Context: an optimization exercise on an open-source flow, tuned for small area, a short achievable clock period and few clock cycles. The choices shown serve that exercise and are no tape-out recipe. Function was checked by simulation only, so behaviour that the tests miss may differ from the original.

## flow/design.v (module list and top-level ports; edited modules follow where they fit)
// module Bicubic: 414 lines
// module cubic_kernel: 1203 lines
// module kernel_round: 8 lines
// module tmul: 445 lines
// module kfa: 4 lines
// module kha: 4 lines
module Bicubic #(parameter fraction_bits = 15)
(
input CLK,
input RST,
input enable,
input [7:0] input_data,
output logic [13:0] iaddr,
output logic ird,
output logic we,
output logic [13:0] waddr,
output logic [7:0] output_data,
input [6:0] V0,
input [6:0] H0,
input [4:0] SW,
input [4:0] SH,
input [5:0] TW,
input [5:0] TH,
output logic DONE
);
  // ...
==> flow/flow/run.sh <==
#!/bin/bash
# The standard layout (standard.sh), except that the ports are buffered with a
# plain buffer cell instead of the default delay cell.  The make output goes
# to standard.log; each ORFS step also keeps its own log under orfs/logs/.
set -euo pipefail
export BUFFER_PORTS_ARGS="-buffer_cell sky130_fd_sc_hd__buf_2"
bash standard.sh > standard.log 2>&1
==> flow/standard.sh <==
#!/bin/bash
# synth_recipe.tcl (not shown) runs the flow's synth.tcl, then flattens the netlist and writes it again
# the make line also repeats each setting of config.mk as NAME=value (left out here)
make -C /OpenROAD-flow-scripts/flow DESIGN_CONFIG=/design/flow/config.mk WORK_HOME=/design/flow/orfs CLKGATE_MAP_FILE= SYNTH_SCRIPT=/design/flow/synth_recipe.tcl "${@:-finish}"
==> flow/config.mk <==
export PLATFORM = sky130hd
export DESIGN_NAME = Bicubic
export DESIGN_NICKNAME = Bicubic
export VERILOG_FILES = /design/flow/design.v
export SDC_FILE = /design/flow/constraint.sdc
export NUM_CORES = 4
export LEC_CHECK = 0
export CAP_MARGIN = 20
export CORE_MARGIN = 2
export CORE_UTILIZATION = 40
export CTS_CLUSTER_DIAMETER = 80
export CTS_CLUSTER_SIZE = 30
export SLEW_MARGIN = 20
export SYNTH_HIERARCHICAL = 1
export SYNTH_MINIMUM_KEEP_SIZE = 0
==> flow/constraint.sdc <==
create_clock -name core_clock -period 55.0 [get_ports {CLK}]
set_input_delay 11.0000 -clock core_clock [delete_from_list [all_inputs] [get_ports {CLK}]]
set_output_delay 11.0000 -clock core_clock [all_outputs]
set_load 0.01 [all_outputs]
==> reports/results.tsv, run 1 <==
stage	metric	value	unit
critical_path	r2r_end	kc17_r$_DFF_P_	
cts	hold_buffers	0	
cts	htreeDepth	2	
critical_path	crit_family	flip-flops	
critical_path	critical_path_class	register to output port	
global_routing	grt_start_max_net_pins	73	
synthesis	synth.avg_cell_area	11.46	sq um
cells_and_area	fin_nets	6327	
placement	finalWeightedCongestion	0.8903	
critical_path	path_max_fanout	4	
min_path	worstHoldStart	tg2_last$_DFF_P_	
cells_and_area	buffers_excl_clock	207	
cells_and_area	area_delta_synth_final	7.295	%
cells_and_area	multi_input_area_share	0.5924	
timing	relSlewSlack	0.2383	
cells_and_area	multiInputGateArea	38320	sq um
timing	drv_slew	0	
cts	cts_buffers	40	
timing	skew	56.20	ps
cells_and_area	seq_cell_count	722	
floorplanning	die_w	392.2	microns
critical_path	cp.depth	1	
run_status	status	no timing/DRC/antenna violations	
cells_and_area	clkCellAreaFrac	0.02321	
critical_path	critPathCapture	iaddr[2]	
cts	clkSinkCount	722	
timing	fin_hold_ws	339.5	ps
cells_and_area	reg_top3	W: 64 flops, nA: 64 flops, nH: 64 flops	
cells_and_area	largestClassByArea	multi-input gates	
global_routing	grt_overflow	0	
cells_and_area	post-route-util	0.4319	
Testbench counts, summed over its fixed seeds: cycles 85,609.
==> module Bicubic, before the edit <==
module Bicubic #(parameter fraction_bits = 15)
(
input CLK,
input RST,
input enable,
input [7:0] input_data,
output logic [13:0] iaddr,
output logic ird,
output logic we,
output logic [13:0] waddr,
output logic [7:0] output_data,
input [6:0] V0,
input [6:0] H0,
input [4:0] SW,
input [4:0] SH,
input [5:0] TW,
input [5:0] TH,
output logic DONE
);
localparam JS_IDLE = 2'd0, JS_DIV = 2'd1, JS_RUN = 2'd2;
reg [1:0] js;
reg [3:0] dcnt;
reg [5:0] rTW, rTW1, rTH1, rRows;    
reg [6:0] rH0, rV0m1;
reg [6:0] remx, remy;
reg [15:0] qx, qy;
wire eqS = qy[15];                   
wire [6:0] dvx = (dcnt == 0) ? remx : {remx[5:0], 1'b0};
wire [6:0] dvy = (dcnt == 0) ? remy : {remy[5:0], 1'b0};
wire [7:0] dsx = {1'b0, dvx} - {2'b0, rTW1};
wire [7:0] dsy = {1'b0, dvy} - {2'b0, rTH1};
wire start_run = (js == JS_DIV) && (dcnt == 4'd15);
always @(posedge CLK or posedge RST) begin
    if (RST) begin
        js <= JS_IDLE;
        dcnt <= 0;
    end else begin
        case (js)
            JS_IDLE: if (enable) begin js <= JS_DIV; dcnt <= 0; end
            JS_DIV: begin
                dcnt <= dcnt + 1'b1;
                if (dcnt == 4'd15) js <= JS_RUN;
            end
            default: ;
        endcase
    end
end
always @(posedge CLK) begin
    if (js == JS_IDLE) begin
        rTW <= TW;
        rTW1 <= TW - 1'b1;
        rTH1 <= TH - 1'b1;
        rRows <= {1'b0, SH} + 6'd2;
        rH0 <= H0;
        rV0m1 <= V0 - 1'b1;
        remx <= {2'b0, SW - 1'b1};
        remy <= {2'b0, SH - 1'b1};
    end else if (js == JS_DIV) begin
        if (!dsx[7]) begin remx <= dsx[6:0]; qx <= {qx[14:0], 1'b1}; end
        else begin remx <= dvx; qx <= {qx[14:0], 1'b0}; end
        if (!dsy[7]) begin remy <= dsy[6:0]; qy <= {qy[14:0], 1'b1}; end
        else begin remy <= dvy; qy <= {qy[14:0], 1'b0}; end
    end
end
reg [19:0] QX; reg [5:0] RX;
wire [6:0] rxs = {1'b0, RX} + {1'b0, remx[5:0]};
wire [7:0] rxd = {1'b0, rxs} - {2'b0, rTW1};
wire       rxc = !rxd[7];
wire [19:0] QXn = QX + {4'b0, qx} + rxc;
wire [5:0] RXn = rxc ? rxd[5:0] : rxs[5:0];
reg [19:0] QY; reg [5:0] RY;
reg [5:0] jp;
wire [6:0] rys = {1'b0, RY} + {1'b0, remy[5:0]};
wire [7:0] ryd = {1'b0, rys} - {2'b0, rTH1};
wire       ryc = !ryd[7];
wire [19:0] QYn = QY + {4'b0, qy} + ryc;
wire [5:0] RYn = ryc ? ryd[5:0] : rys[5:0];
reg tu_busy, tu_own;                 
reg [15:0] tu_tmp;
wire cs_req, pr_req, tu_rel;
wire tu_gcs = !tu_busy && cs_req;
wire tu_gpr = !tu_busy && !cs_req && pr_req;
wire [14:0] tu_fr = (tu_busy ? tu_own : tu_gcs) ? QX[14:0] : QY[14:0];
wire [15:0] tu_ma = tu_busy ? tu_tmp : {1'b0, tu_fr};
wire [30:0] tu_p;
tmul u_tmul(.a(tu_ma), .b(tu_fr), .p(tu_p));
wire [15:0] tu_t3 = tu_p[30:15];
always @(posedge CLK or posedge RST) begin
    if (RST) tu_busy <= 0;
    else if (tu_gcs || tu_gpr) tu_busy <= 1;
    else if (tu_busy && (tu_own || tu_rel)) tu_busy <= 0;
end
always @(posedge CLK) begin
    if (tu_gcs || tu_gpr) begin
        tu_tmp <= tu_p[29:14];
        tu_own <= tu_gcs;
    end
end
reg [14:0] bf  [0:1];                
reg [15:0] bt2 [0:1];
reg [15:0] bt3 [0:1];
reg [1:0]  cf;                       
reg [1:0]  bw;                       
reg        fe_lat;                   
localparam CS_OFF = 2'd0, CS_COL = 2'd1, CS_WT = 2'd2;
reg [1:0] cs_st;
reg cs_c;
reg [5:0] cs_i;
wire cs_valid = cs_i < rTW;
wire cs_xf = |QX[14:10];
wire [6:0] cs_X = rH0 + {2'b0, QX[19:15]};
wire cs_ok = (cs_st == CS_COL) && fe_lat && cf[cs_c];
assign cs_req = cs_ok && cs_valid && cs_xf;
wire cs_colgo = cs_ok && (!(cs_valid && cs_xf) || tu_gcs);
wire cs_coldone = cs_colgo && !(cs_valid && cs_xf) || (cs_st == CS_WT);
wire fe_take;                        
wire col_free;                       
always @(posedge CLK or posedge RST) begin
    if (RST) begin
        cs_st <= CS_OFF;
        cf <= 2'b00;
        bw <= 2'b00;
        fe_lat <= 0;
    end else begin
        if (start_run) begin
            cs_st <= CS_COL;
            cf <= 2'b11;
            bw <= 2'b00;
            fe_lat <= 0;
        end else begin
            case (cs_st)
                CS_COL: if (cs_colgo && cs_valid && cs_xf) cs_st <= CS_WT;
                CS_WT:  cs_st <= CS_COL;
                default: ;
            endcase
            if (fe_take) begin
                fe_lat <= 1'b1;
                bw <= 2'b00;
            end else if (cs_coldone) begin
                bw[cs_c] <= 1'b1;
                if (cs_c) fe_lat <= 1'b0;
            end
            if (cs_coldone) cf[cs_c] <= 1'b0;
            if (col_free) cf[fcol] <= 1'b1;
        end
    end
end
always @(posedge CLK) begin
    if (start_run) begin
        cs_c <= 0; cs_i <= 0;
        QX <= 0; RX <= 0;
    end else begin
        if (cs_st == CS_COL && cs_colgo) begin
            bf[cs_c] <= cs_xf ? QX[14:0] : 15'd0;
            if (!(cs_valid && cs_xf)) begin
                bt2[cs_c] <= 0;
                bt3[cs_c] <= 0;
            end
        end
        if (cs_st == CS_WT) begin
            bt2[cs_c] <= tu_tmp;
            bt3[cs_c] <= tu_t3;
        end
        if (cs_coldone) begin
            QX <= QXn; RX <= RXn;
            cs_i <= cs_i + 1'b1;
            cs_c <= ~cs_c;
        end
    end
end
localparam FE_OFF = 2'd0, FE_GRP = 2'd1, FE_ROW = 2'd2;
reg [1:0] fe_st;
reg [2:0] slot;
reg [5:0] rr;
reg [13:0] rowaddr;
reg [2:0] pend;
reg col1v, samex;
wire oe_pop;
assign fe_take = (fe_st == FE_GRP) && (cs_st == CS_COL) && !cs_c && !fe_lat && cs_valid;
wire [13:0] grprow = ({7'b0, cs_X} * 14'd100) - 14'd100 + {7'b0, rV0m1};
wire row_start = (fe_st == FE_ROW) && (slot == 0) && (!pend[2] || oe_pop);
wire dbl = col1v && samex;
wire slot_act = (fe_st == FE_ROW) && ((slot != 0) || row_start) &&
                !(slot == 3'd3 && (!bw[0] || (dbl && !bw[1]))) && !(slot == 3'd4 && !bw[1]);
wire last_slot = slot_act && ((slot == 3'd4) || (slot == 3'd3 && (!col1v || samex)));
wire s_read = slot_act && !(slot == 3'd4 && samex);
wire s_fire = slot_act && (slot == 3'd3 || slot == 3'd4);
wire lastrow = (rr == rRows);
reg tg1_sh, tg1_fire, tg1_c, tg1_alt, tg1_last, tg1_free, tg1_dbl;
reg tg2_sh, tg2_fire, tg2_c, tg2_alt, tg2_last, tg2_free, tg2_dbl;
reg tg3_fire, tg3_c, tg3_alt, tg3_last, tg3_free, tg3_xf, tg3_dbl;
reg fd, fd_alt, fd_free, sh_d;          
always @(posedge CLK or posedge RST) begin
    if (RST) begin
        fe_st <= FE_OFF;
        pend <= 0;
        ird <= 0;
        tg1_sh <= 0; tg1_fire <= 0; tg2_sh <= 0; tg2_fire <= 0; tg3_fire <= 0;
        fd <= 0;
    end else begin
        if (start_run) begin
            fe_st <= FE_GRP;
            pend <= 0;
        end else begin
            case (fe_st)
                FE_GRP: if (fe_take) fe_st <= FE_ROW;
                FE_ROW: if (last_slot && lastrow) fe_st <= FE_GRP;
                default: ;
            endcase
            pend <= pend + row_start - oe_pop;
        end
        ird <= s_read;
        tg1_sh <= s_read;
        tg1_fire <= s_fire;
        tg2_sh <= tg1_sh;
        tg2_fire <= tg1_fire;
        tg3_fire <= tg2_fire;
        fd <= tg3_fire && tg3_dbl;
    end
end
always @(posedge CLK) begin
    if (fe_take) begin
        rowaddr <= grprow;
        samex <= QXn[19:15] == QX[19:15];
        col1v <= (cs_i + 1'b1) < rTW;
        rr <= 0;
        slot <= 0;
    end
    if (slot_act) begin
        if (s_read) iaddr <= ((slot == 0) ? rowaddr : iaddr + 14'd100);
        slot <= last_slot ? 3'd0 : slot + 1'b1;
        if (last_slot) begin
            rowaddr <= rowaddr + 1'b1;
            rr <= rr + 1'b1;
        end
    end
    tg1_c <= (slot == 3'd4);
    tg1_alt <= eqS && (rr == 6'd4);
    tg1_last <= last_slot && !(slot == 3'd3 && dbl);
    tg1_dbl <= (slot == 3'd3) && dbl;
    tg1_free <= lastrow;
    tg2_c <= tg1_c; tg2_alt <= tg1_alt; tg2_last <= tg1_last;
    tg2_free <= tg1_free;
    tg3_c <= tg2_c; tg3_alt <= tg2_alt; tg3_last <= tg2_last;
    tg3_free <= tg2_free;
    tg2_dbl <= tg1_dbl; tg3_dbl <= tg2_dbl;
    fd_alt <= tg3_alt; fd_free <= tg3_free; sh_d <= tg2_sh;
    tg3_xf <= |bf[tg2_c][14:10];
end
reg [7:0] sr [0:3];
reg [7:0] srx;                       
always @(posedge CLK) begin
    if (tg2_sh) begin
        srx <= sr[0];
        sr[0] <= sr[1]; sr[1] <= sr[2]; sr[2] <= sr[3]; sr[3] <= input_data;
    end
end
wire fire = tg3_fire || fd;
wire fcol = fd || tg3_c;
wire flast = fd || tg3_last;
wire falt = fd ? fd_alt : tg3_alt;
wire fxf = fd ? |bf[1][14:10] : tg3_xf;
wire fwin = fd && sh_d;              
wire [7:0] fp0 = fwin ? srx : sr[0];
wire [7:0] fp1 = fwin ? sr[0] : sr[1];
wire [7:0] fp2 = fwin ? sr[1] : sr[2];
wire [7:0] fp3 = fwin ? sr[2] : sr[3];
assign col_free = fire && (fd ? fd_free : tg3_free);
reg [7:0] nH [0:3][0:1];             
reg [7:0] nA [0:3][0:1];
reg       nX [0:3][0:1];
reg [3:0] nvalid;
reg [1:0] wptr, rptr;
reg [7:0] W [0:1][0:3];              
reg oe_on, pr_on, rv, need_pop, oc, gfirst;
reg [2:0] initcnt;
reg [5:0] oi0;
reg [14:0] rf; reg [15:0] rt2, rt3;
reg rstep, rlast, rj0;
reg d1, d2;
reg k_iss, k_fire;                   
wire g_yf = |QY[14:10];
wire g_last = (jp == rTH1);
wire g_step = !g_last && (QYn[19:15] != QY[19:15]);
wire g_tready = tu_busy && !tu_own;
assign pr_req = pr_on && g_yf && !tu_busy;
wire pvalid = pr_on && (!g_yf || g_tready);
wire olastc = ({1'b0, oi0} + 7'd1) < {1'b0, rTW};
reg ryf;                             
wire fire_k = fire && fxf;           
wire issue = oe_on && rv && !(fire_k && ryf);
wire last_issue = issue && (oc == olastc);
wire grp_end = last_issue && rlast;
wire all_end = grp_end && (({1'b0, oi0} + 7'd2) >= {1'b0, rTW});
wire head_v = nvalid[rptr];
wire step_now = last_issue && rstep;
wire pop_step = head_v && (need_pop || step_now);
wire pop_init = oe_on && head_v && (initcnt != 0) && !rv;
assign oe_pop = pop_step || pop_init;
wire need_pop_after = (need_pop || step_now) && !pop_step;
wire [2:0] initcnt_after = grp_end ? (all_end ? 3'd0 : 3'd4) : (initcnt - pop_init);
wire oe_load = oe_on && pvalid && (!rv || last_issue) && !need_pop_after &&
               (initcnt_after == 0) && !grp_end;
assign tu_rel = oe_load || cs_req;
always @(posedge CLK or posedge RST) begin
    if (RST) begin
        oe_on <= 0; pr_on <= 0; rv <= 0; need_pop <= 0; initcnt <= 0;
        nvalid <= 0; wptr <= 0; rptr <= 0;
        d1 <= 0; d2 <= 0; DONE <= 0;
    end else begin
        if (start_run) begin
            oe_on <= 1; pr_on <= 1; rv <= 0; need_pop <= 0; initcnt <= 3'd4;
            nvalid <= 0; wptr <= 0; rptr <= 0;
        end else begin
            if (all_end) begin oe_on <= 0; pr_on <= 0; end
            initcnt <= initcnt_after;
            need_pop <= need_pop_after;
            if (oe_load) rv <= 1;
            else if (last_issue) rv <= 0;
            if (oe_pop) begin
                nvalid[rptr] <= 1'b0;
                rptr <= rptr + 1'b1;
            end
            if (k_fire && k_last) begin
                nvalid[wptr] <= 1'b1;
                wptr <= wptr + 1'b1;
            end
        end
        d1 <= all_end;
        d2 <= d1;
        if (d2) DONE <= 1'b1;
    end
end
integer c;
always @(posedge CLK) begin
    if (start_run) begin
        oi0 <= 0; oc <= 0; gfirst <= 1;
        QY <= 0; RY <= 0; jp <= 0;
    end
    if (issue) begin
        oc <= last_issue ? 1'b0 : ~oc;
        gfirst <= 0;
    end
    if (grp_end) begin
        oi0 <= oi0 + 6'd2;
        gfirst <= 1;
    end
    if (oe_load) begin
        rf <= g_yf ? QY[14:0] : 15'd0;
        ryf <= g_yf;
        rt2 <= g_yf ? tu_tmp : 16'd0;
        rt3 <= g_yf ? tu_t3 : 16'd0;
        rstep <= g_step; rlast <= g_last; rj0 <= (jp == 0);
        if (g_last) begin QY <= 0; RY <= 0; jp <= 0; end
        else begin QY <= QYn; RY <= RYn; jp <= jp + 1'b1; end
    end
    if (oe_pop) begin
        for (c = 0; c < 2; c = c + 1) begin
            W[c][0] <= W[c][1];
            W[c][1] <= W[c][2];
            W[c][2] <= W[c][3];
            if (pop_init)
                W[c][3] <= nH[rptr][c];
            else if (nX[rptr][c])
                W[c][3] <= ryf ? nH[rptr][c] : nA[rptr][c];
            else
                W[c][3] <= rj0 ? W[c][3] : nH[rptr][c];
        end
    end
end
wire [7:0] kp0 = fire_k ? fp0 : W[oc][0];
wire [7:0] kp1 = fire_k ? fp1 : W[oc][1];
wire [7:0] kp2 = fire_k ? fp2 : W[oc][2];
wire [7:0] kp3 = fire_k ? fp3 : W[oc][3];
wire [14:0] kf = fire_k ? bf[fcol] : rf;
wire [15:0] kt2 = fire_k ? bt2[fcol] : rt2;
wire [15:0] kt3 = fire_k ? bt3[fcol] : rt3;
wire [12:0] kha, khb;
wire kc17;
cubic_kernel u_kernel(.pm1(kp0), .p0(kp1), .p1(kp2), .p2(kp3), .f(kf), .t2(kt2), .t3(kt3),
                      .ha(kha), .hb(khb), .c17(kc17));
reg [12:0] kha_r, khb_r;
reg kc17_r;
reg k_c, k_last, k_oc, k_gf, k_olc, k_kf, k_ik;
reg [7:0] k_bv;
wire [7:0] kres;
kernel_round u_round(.ha(kha_r), .hb(khb_r), .c17(kc17_r), .q(kres));
always @(posedge CLK or posedge RST) begin
    if (RST) begin
        k_iss <= 0; k_fire <= 0; we <= 0;
    end else begin
        k_iss <= issue;
        k_fire <= fire;
        we <= k_iss;
    end
end
always @(posedge CLK) begin
    kha_r <= kha; khb_r <= khb; kc17_r <= kc17;
    k_c <= fcol; k_last <= flast;
    k_kf <= fxf; k_ik <= ryf; k_bv <= W[oc][1];
    k_oc <= oc; k_gf <= gfirst; k_olc <= olastc;
    if (k_iss) begin
        output_data <= k_ik ? kres : k_bv;
        waddr <= k_gf ? {8'b0, oi0} :
                 waddr + (k_oc ? 14'd1 : {8'b0, rTW} - {13'b0, k_olc});
    end
    if (fire) begin
        nA[wptr][fcol] <= falt ? fp2 : fp0;
        nX[wptr][fcol] <= fxf;
        if (!fxf) nH[wptr][fcol] <= fp1;
    end
    if (k_fire && k_kf) nH[wptr][k_c] <= kres;
end
endmodule
==> run 2, diff against run 1 <==
--- a/flow/design.v
+++ b/flow/design.v
@@ -384,3 +384,3 @@
 reg k_c, k_last, k_oc, k_gf, k_olc, k_kf, k_ik;
-reg [7:0] k_bv;
+reg [7:0] k_bv, k_fv;
 wire [7:0] kres;
@@ -399,3 +399,3 @@
     k_c <= fcol; k_last <= flast;
-    k_kf <= fxf; k_ik <= ryf; k_bv <= W[oc][1];
+    k_kf <= fxf; k_ik <= ryf; k_bv <= W[oc][1]; k_fv <= fp1;
     k_oc <= oc; k_gf <= gfirst; k_olc <= olastc;
@@ -409,5 +409,4 @@
         nX[wptr][fcol] <= fxf;
-        if (!fxf) nH[wptr][fcol] <= fp1;
     end
-    if (k_fire && k_kf) nH[wptr][k_c] <= kres;
+    if (k_fire) nH[wptr][k_c] <= k_kf ? kres : k_fv;
 end
==> run 2 against run 1 <==
Net effect:
- still clean
- final area shrank 1.7%
- hold slack lost 0.88 ps
- final cell count shrank 4.0%
- synthesized cell count shrank 3.7%
- utilization shrank 0.14 points
- via count shrank 4.2%
- non-clock buffer count shrank 24
==> reports/results.tsv, run 2 <==
stage	metric	value	unit	change
timing	period_needed	12320	ps	
floorplanning	io_pins	86		
timing	rsz0062_at_grt	no		
floorplanning	fp.coreArea	147700	sq um	
global_routing	track_usage	0.1935		
cts	clk_latency	670	ps	
cells_and_area	final_common_cell	fa_1		
cts	htreeDepth	2		unchanged
critical_path	critical-path-max-stage-delay	470	ps	
routing	drt_iter0_drc	2632		
global_routing	grt_first_pass_wirelength	229800	microns	
cts	ctsResizeCount	0		
placement	pre_cts_ws	42940	ps	
cts	hold_buffers	0		unchanged
cts	cts_buffers	40		unchanged
critical_path	cp_cell_sequence	buf_2		
timing	skew	49.44	ps	-6.756 ps
cells_and_area	post-route-util	0.4305		-0.001403
timing	fin_crit_sh	0.2239		
timing	final-setup-viol-count	0		
critical_path	critPathSlowestCell	edfxtp_1		
critical_path	critical_path_class	register to output port		
cells_and_area	fin_nets	6123		-3.2%
critical_path	path_max_fanout	5		+1
timing	fin_ws	42680	ps	
global_routing	grt_overflow	0		unchanged
critical_path	worstSetupEndpointType	output port		
cells_and_area	drive_gt1_frac	0.09615		
floorplanning	rows	141		
synthesis	yosys_warnings	9		
routing	finalWirelength	146300	microns	
critical_path	setup.worst_path.start_class	register		
cts	cts_tree	built		
cells_and_area	final_cell_mix	fa_1 (723), and2_1 (649), edfxtp_1 (558), nand2_1 (329), ha_1 (319)		
cells_and_area	area_delta_synth_final	6.967	%	
critical_path	crit_required	44000	ps	
job	maxCapViolations	0		
routing	ant_nets	0		
global_routing	grt_pass1_vias	39373		
critical_path	crit_family	flip-flops		
timing	fmax	81.19	MHz	
cts	clkSinkCount	730		+1.1%
timing	relSlewSlack	0.1963		-0.04194
cells_and_area	reg_top3	W: 64 flops, nA: 64 flops, nH: 64 flops		
timing	worst_pin_slew	1205	ps	
synthesis	synth_cells	5068		
min_path	holdCritPathClass	register to register		
cts	cts_setup_buffers	0		
floorplanning	die_w	389.4	microns	-0.71%
floorplanning	start_util	0.4024		
cells_and_area	antenna_cells	0		
routing	drc_errors	0		
floorplanning	die-area	151700	sq um	
critical_path	cp.arrival	1320	ps	
synthesis	synth.avg_cell_area	11.73	sq um	+2.3%
timing	finalHoldViolCount	0		
cts	cts_buffer_depth	3		
routing	vias_per_cell	5.383		
run_status	status	no timing/DRC/antenna violations		
timing	drv_slew	0		unchanged
placement	finalWeightedCongestion	0.8713		-2.1%
placement	dpl.hpwl	111100	microns	
global_routing	antenna_found_initial	4		
critical_path	crit_buf_inv	1		
floorplanning	fp.dieH	389.4	microns	
cts	clkTransAtPathRegs	110	ps	
cts	cts_root_buf	clkbuf_16		
routing	wire_per_inst	20.91	microns	
timing	fin_setup_tns	0	ps	
global_routing	grt_start_max_net_pins	59		-19%
routing	vias	37652		
synthesis	syn_area	59420	sq um	
placement	io_buffers	85		
routing	drtPass1Iterations	8		
run 2: layout make-up:
cell class	count	area (sq um)
Inverter	204	767.0
Clock inverter	26	424.2
Sequential cell	730	20430
Fill cell	13672	84100
Clock buffer	47	1049
Tap cell	1930	2415
Timing Repair Buffer	183	1186
Multi-Input combinational cell	3875	37300
run 2: per-layer routing:
layer | vias up | routed length [microns] | global-route usage | part of all wire
li1 | 17240 | - | - | -
met2 | 852 | 68910 | 0.3182 | 0.47
met3 | 153 | 7408 | 0.03033 | 0.051
met1 | 19407 | 67080 | 0.2705 | 0.46
met4 | 0 | 2892 | 0.04094 | 0.020
met5 | - | 0 | 0 | 0
run 2: path summary, 6_finish.rpt:
path	startpoint	end	slack [ps]	depth (start not counted)
max	iaddr[9]$_DFFE_PP_	iaddr[9]	42680	1
min	tg1_free$_DFF_P_	tg2_free$_DFF_P_	340	0
max reg2reg	bf[1][11]$_DFFE_PP_	kc17_r$_DFF_P_	43780	30
min reg2reg	tg1_free$_DFF_P_	tg2_free$_DFF_P_	340	0
max in group asynchronous	RST	tg2_sh$_DFF_PP0_	43900	3
min in group asynchronous	RST	fd$_DFF_PP0_	10620	3
run 2: stage by stage:
stage	hold slack, ps	std cells	cell area (sq um)
2_1_floorplan	309.6	5086	59490
3_3_place_gp	313.4	6920	62040
3_5_place_dp	312.8	6920	62050
4_1_cts	338.5	6993	63520
5_1_grt	344.1	6995	63560
6_report	338.7	6995	63560
run 2: worst register-to-register path, delay by kind of cell, from the launching register on:
family	cells	cell delay, ps
flip-flops	1	410
adder cells (fa/ha/maj)	13	5640
AND/OR/NAND/NOR	2	750
multiplexers	1	390
AO/OA/AOI/OAI	11	3200
buffers and inverters	3	710
Testbench counts of run 2, summed over its fixed seeds: cycles 85,609.
==> run 3, diff against run 2 <==
--- a/flow/design.v
+++ b/flow/design.v
@@ -303,3 +303,4 @@
                (initcnt_after == 0) && !grp_end;
-assign tu_rel = oe_load || cs_req;
+wire fe_near = (fe_st == FE_ROW) && ((slot == 3'd2) || (slot == 3'd3) || (slot == 3'd4));
+assign tu_rel = oe_load || (cs_req && fe_near);
 always @(posedge CLK or posedge RST) begin
@@ -401,4 +402,4 @@
     k_oc <= oc; k_gf <= gfirst; k_olc <= olastc;
+    output_data <= k_ik ? kres : k_bv;       
     if (k_iss) begin
-        output_data <= k_ik ? kres : k_bv;
         waddr <= k_gf ? {8'b0, oi0} :
==> run 3 against run 2 <==
Net effect:
- synthesized cell count about the same
- still clean on timing, DRC and antenna
- setup slack got worse by 15 ps
- wire length increased by 2.1%
- utilization about the same
- sequential share of layout area shrank 0.15 points
- final area about the same
- largest cell class unchanged
- critical path depth did not move
- critical endpoint is now iaddr[8]
- critical path type unchanged
- highest routed layer unchanged
==> reports/results.tsv, run 3 <==
stage	metric	value	unit	change
synthesis	synth.avg_cell_area	11.74	sq um	+0.11%
cells_and_area	post-route-util	0.4308		about the same
cts	clkSinkCount	730		unchanged
floorplanning	io_pins	86		unchanged
routing	finalWirelength	149300	microns	+2.1%
cts	cts_buffer_depth	3		unchanged
floorplanning	fp.coreArea	147700	sq um	unchanged
timing	rsz0062_at_grt	no		
critical_path	setup.worst_path.start_class	register		
floorplanning	rows	141		unchanged
placement	io_buffers	85		unchanged
job	maxCapViolations	0		unchanged
routing	drc_errors	0		unchanged
routing	ant_nets	0		unchanged
global_routing	grt_overflow	0		unchanged
cts	cts_setup_buffers	0		unchanged
cts	cts_tree	built		
global_routing	grt_pass1_vias	39519		+0.37%
critical_path	crit_buf_inv	1		unchanged
floorplanning	fp.dieH	389.8	microns	about the same
cts	htreeDepth	2		unchanged
critical_path	path_max_fanout	5		unchanged
cells_and_area	drive_gt1_frac	0.09794		+0.001785
placement	dpl.hpwl	112400	microns	+1.2%
timing	fin_setup_tns	0	ps	unchanged
routing	wire_per_inst	21.29	microns	+1.8%
timing	relSlewSlack	0.2515		+0.05516
floorplanning	start_util	0.4031		+0.0006694
synthesis	yosys_warnings	9		unchanged
routing	vias	37615		-0.098%
timing	period_needed	12330	ps	+15.30 ps
timing	worst_pin_slew	1117	ps	-88.23 ps
routing	vias_per_cell	5.361		-0.40%
cells_and_area	area_delta_synth_final	6.874	%	about the same
cells_and_area	nFillCells	13580		-0.67%
cts	ctsResizeCount	0		unchanged
critical_path	crit_family	flip-flops		
cells_and_area	final_area	63610	sq um	about the same
cts	cts_root_buf	clkbuf_16		
critical_path	cp_cell_sequence	buf_2		
timing	final-setup-viol-count	0		unchanged
critical_path	critical-path-max-stage-delay	490	ps	+20 ps
critical_path	critPathSlowestCell	edfxtp_1		
routing	drtPass1Iterations	7		-1
global_routing	grt_start_max_net_pins	58		-1.7%
timing	finalHoldViolCount	0		unchanged
cells_and_area	final_cell_mix	fa_1 (723), and2_1 (606), edfxtp_1 (550), ha_1 (320), nand2_1 (289)		
timing	drv_slew	0		unchanged
timing	skew	47.34	ps	-2.106 ps
cells_and_area	reg_top3	W: 64 flops, nA: 64 flops, nH: 64 flops		
critical_path	critical_path_class	register to output port		
run_status	status	no timing/DRC/antenna violations		
cts	hold_buffers	0		unchanged
routing	drt_iter0_drc	2536		-3.6%
critical_path	crit_required	44000	ps	about the same
timing	fin_crit_sh	0.2242		+0.0002782
global_routing	antenna_found_initial	1		-3
min_path	holdCritPathClass	register to register		
cells_and_area	final_common_cell	fa_1		
critical_path	worstSetupEndpointType	output port		
placement	place_area	62310	sq um	+0.43%
synthesis	syn_area	59520	sq um	+0.17%
critical_path	cp.arrival	1330	ps	about the same
floorplanning	die_w	389.8	microns	about the same
floorplanning	die-area	151900	sq um	+0.16%
synthesis	synth_cells	5071		+0.059%
cells_and_area	fin_nets	6146		+0.38%
timing	fmax	81.09	MHz	-0.12%
cts	clkTransAtPathRegs	110	ps	about the same
placement	finalWeightedCongestion	0.8653		-0.69%
cts	clk_latency	650	ps	-20 ps
global_routing	grt_first_pass_wirelength	234200	microns	+1.9%
cts	cts_buffers	37		-7.5%
global_routing	track_usage	0.1977		+0.004204
## run 3: final cells by class
class                      count  area [sq um]  area share
clock inverter                19         297.8    0.004681
tap                         1930          2415     0.03796
antenna                        1         2.502  0.00003934
multi-input combinational   3885         37490      0.5893
timing repair buffer         206          1334     0.02097
clock buffer                  49         994.7     0.01564
sequential                   730         20350      0.3199
inverter                     196         735.7     0.01157
## run 3: per-layer routing
layer,wire length [microns],up-vias,global-route usage,part of all wire
met5,0,-,0,0
met4,3012,0,0.04221,0.020
met3,6781,158,0.02135,0.045
met2,70410,873,0.3255,0.47
met1,69140,19298,0.2823,0.46
li1,-,17286,-,-
## run 3: path summary, 6_finish.rpt
path                            cells after the start                from  slack (ps)                end
worst min-delay path                                0    tg1_free$_DFF_P_         340   tg2_free$_DFF_P_
min in group asynchronous                           3                 RST       10510  js[0]$_DFFE_PP0P_
worst min register to register                      0    tg1_free$_DFF_P_         340   tg2_free$_DFF_P_
worst max-delay path                                1  iaddr[8]$_DFFE_PP_       42670           iaddr[8]
max in group asynchronous                           3                 RST       43970   tg2_sh$_DFF_PP0_
worst max register to register                     29        fd$_DFF_PP0_       44020     kc17_r$_DFF_P_
## run 3: stage by stage
stage / hold WS [ps] / cells / setup WS [ps]
2_1_floorplan: 309.6 / 5089 / 42940
6_report: 336.9 / 7016 / 42670
4_1_cts: 339.7 / 7015 / 42610
3_3_place_gp: 314.9 / 6947 / 42960
3_5_place_dp: 314.3 / 6947 / 42930
5_1_grt: 343.6 / 7015 / 42600
Testbench counts of run 3, summed over its fixed seeds: cycles 85,340.

## static timing again, ports no longer ideal
No port has a modelled driver above. Below, the same layouts with a new extraction and two added sets of constraints. Step 1 (the two cells are an assumption about what drives the block):
set clk [get_ports {CLK}]
set_driving_cell -lib_cell sky130_fd_sc_hd__clkbuf_16 $clk
set_driving_cell -lib_cell sky130_fd_sc_hd__buf_2 [delete_from_list [all_inputs] $clk]
Step 2 adds t to the input delays and takes it off the output delays; t is the mean of the earliest and latest rising clock arrival at the registers after step 1. Input paths then give back, and output paths get back, about the clock's delay inside the block. Three values: ideal ports, drivers, drivers and shift; two values: the first two.
run | t (ns) | slack for setup (ns) | hold WS [ns] | worst register clock-pin slew, ns
run 1 | 0.716 | 42.676 / 42.606 / 42.708 | 0.340 / 0.340 / 0.340 | 0.12 / 0.12
run 2 | 0.713 | 42.683 / 42.614 / 42.977 | 0.339 / 0.339 / 0.339 | 0.12 / 0.12
run 3 | 0.699 | 42.668 / 42.599 / 42.937 | 0.337 / 0.337 / 0.337 | 0.12 / 0.12
After both steps every run listed still meets setup and hold.
